Background: an optimization exercise with open tools, aiming at small area, a short achievable clock period and few clock cycles per item. Do not read the settings as production practice. In this exercise RTL edits were held to simulation tests only and were not proved equivalent to the original.

==> flow/design.v (excerpt) <==
module matrix(
    input clk,
    input [7:0] A00,
    input [7:0] A01,
    input [7:0] A02,
    input [7:0] A10,
    input [7:0] A11,
    input [7:0] A12,
    input [7:0] A20,
    input [7:0] A21,
    input [7:0] A22,
    input [7:0] B00,
    input [7:0] B01,
    input [7:0] B02,
    input [7:0] B10,
    input [7:0] B11,
    input [7:0] B12,
    input [7:0] B20,
    input [7:0] B21,
    input [7:0] B22,
    output[7:0] Out00,
    output[7:0] Out01,
    output[7:0] Out02,
    output[7:0] Out10,
    output[7:0] Out11,
    output[7:0] Out12,
    output[7:0] Out20,
    output[7:0] Out21,
    output[7:0] Out22,
    input Reset,
    input Load,
    output Done
    );
    reg [1:0] ph;
    assign Done = (ph == 2'd0);
    wire go = !Reset && (Done ? Load : (ph != 2'd3));
    reg [1:0] ph_n;
    always @(*) begin
        if (Reset)     ph_n = 2'd0;
        else if (Done) ph_n = Load ? 2'd1 : 2'd0;
        else           ph_n = ph + 2'd1;
    end
    reg s0, s1, s2;
    always @(posedge clk) begin
        ph <= ph_n;
  ...
Size: about 160 flip-flops, roughly 220 I/O pins, ~25000 µm² of cells after synthesis.
Settings: LEC_CHECK=0, ABC_AREA=1, CAP_MARGIN=20, CORE_MARGIN=2, CORE_UTILIZATION=60, PLACE_DENSITY=0.7, SLEW_MARGIN=20; clock period 5.0 ns.
standard.sh (not shown) runs the stock make flow with config.mk's settings and CLKGATE_MAP_FILE= SYNTH_SCRIPT=/design/flow/synth_recipe.tcl, a recipe that flattens the netlist after the stock synthesis.
==> flow/flow/run.sh <==
#!/bin/bash
# The standard layout, with each port buffered by a sky130_fd_sc_hd__buf_1
# instead of the default port buffer cell.
set -euo pipefail
export BUFFER_PORTS_ARGS="-buffer_cell sky130_fd_sc_hd__buf_1"
bash standard.sh finish > standard_flow.log 2>&1
Testbench counts at the start, summed over its fixed seeds: cycles 512, items 128.
==> next run, changes <==
CORE_UTILIZATION = 40   (was 60)
PLACE_DENSITY = not set   (was 0.7)
SETUP_SLACK_MARGIN = 0.3   (was not set)
The changed run passed the timing, design-rule and antenna checks.
Fmax rises by 5.8%.
Register-to-register slack gets better by 250 ps.
Worst hold slack is about the same.
First-iteration DRC count falls by 16%.
Non-clock buffer count rises by 9.
Wire length rises by about 4.7%.
Clock skew stays flat.
==> next run, changes <==
==> flow/run.sh (new file) <==
#!/bin/bash
# synth_recipe.tcl (not shown) runs the flow's synth.tcl, then flattens the netlist and writes it again
# the make line also repeats each setting of config.mk as NAME=value (left out here)
make -C /OpenROAD-flow-scripts/flow DESIGN_CONFIG=/design/flow/config.mk WORK_HOME=/design/flow/orfs CLKGATE_MAP_FILE= SYNTH_SCRIPT=/design/flow/synth_recipe.tcl finish
SETUP_SLACK_MARGIN = not set   (was 0.3)
removed: flow/flow/run.sh
removed: flow/standard.sh
- clock-buffer cell count goes up by 2
- critical path depth rose by 7
- die area stays the same
- setup slack gets worse by 290 ps
- routed wire length went up by 1.1%
- final area grows by 4.9%
==> next run, changes <==
==> flow/flow/run.sh (new file) <==
#!/bin/bash
# The standard layout, with each port buffered by a sky130_fd_sc_hd__buf_1
# instead of the default port buffer cell.
set -euo pipefail
export BUFFER_PORTS_ARGS="-buffer_cell sky130_fd_sc_hd__buf_1"
bash standard.sh finish > standard_flow.log 2>&1
==> flow/standard.sh (new file) <==
#!/bin/bash
# synth_recipe.tcl (not shown) runs the flow's synth.tcl, then flattens the netlist and writes it again
# the make line also repeats each setting of config.mk as NAME=value (left out here)
make -C /OpenROAD-flow-scripts/flow DESIGN_CONFIG=/design/flow/config.mk WORK_HOME=/design/flow/orfs CLKGATE_MAP_FILE= SYNTH_SCRIPT=/design/flow/synth_recipe.tcl "${@:-finish}"
removed: flow/run.sh
After rerunning: The changed run produced a clean layout; synthesized cell count does not change; fmax grows by 1.2%; final area shrinks by 5.2%.

## static timing again, ports no longer ideal
In the flow no input, the clock included, has a driving cell. The finished layouts below were timed again as built, in two steps. Step 1 (the two cells are an assumption about what drives the block):
set clk [get_ports {clk}]
set_driving_cell -lib_cell sky130_fd_sc_hd__clkbuf_16 $clk
set_driving_cell -lib_cell sky130_fd_sc_hd__buf_2 [delete_from_list [all_inputs] $clk]
Step 2 adds t to the input delays and takes it off the output delays; t is the mean of the earliest and latest rising clock arrival at the registers after step 1. Input paths then give back, and output paths get back, about the clock's delay inside the block. Three values: ideal ports, drivers, drivers and shift; two values: the first two.
| run | t, ns | slack for setup (ns) | worst setup path after step 2 | clock arrival spread, ns | worst register clock-pin slew, ns |
|---|---|---|---|---|---|
| the first run | 0.544 | 0.432 / 0.432 / 0.298 | input to register | 0.016 / 0.015 | 0.08 / 0.08 |
| the second run | 0.550 | 0.683 / 0.683 / 0.275 | input to register | 0.017 / 0.017 | 0.08 / 0.08 |
| the third run | 0.561 | 0.388 / 0.388 / 0.111 | input to register | 0.019 / 0.020 | 0.08 / 0.08 |
| the fourth run | 0.548 | 0.443 / 0.443 / 0.209 | input to register | 0.017 / 0.017 | 0.08 / 0.08 |
After both steps setup and hold are still met in every run listed. For the second run, which loses most, drivers alone change the setup slack by 0.000 ns; drivers and shift together by -0.408 ns.
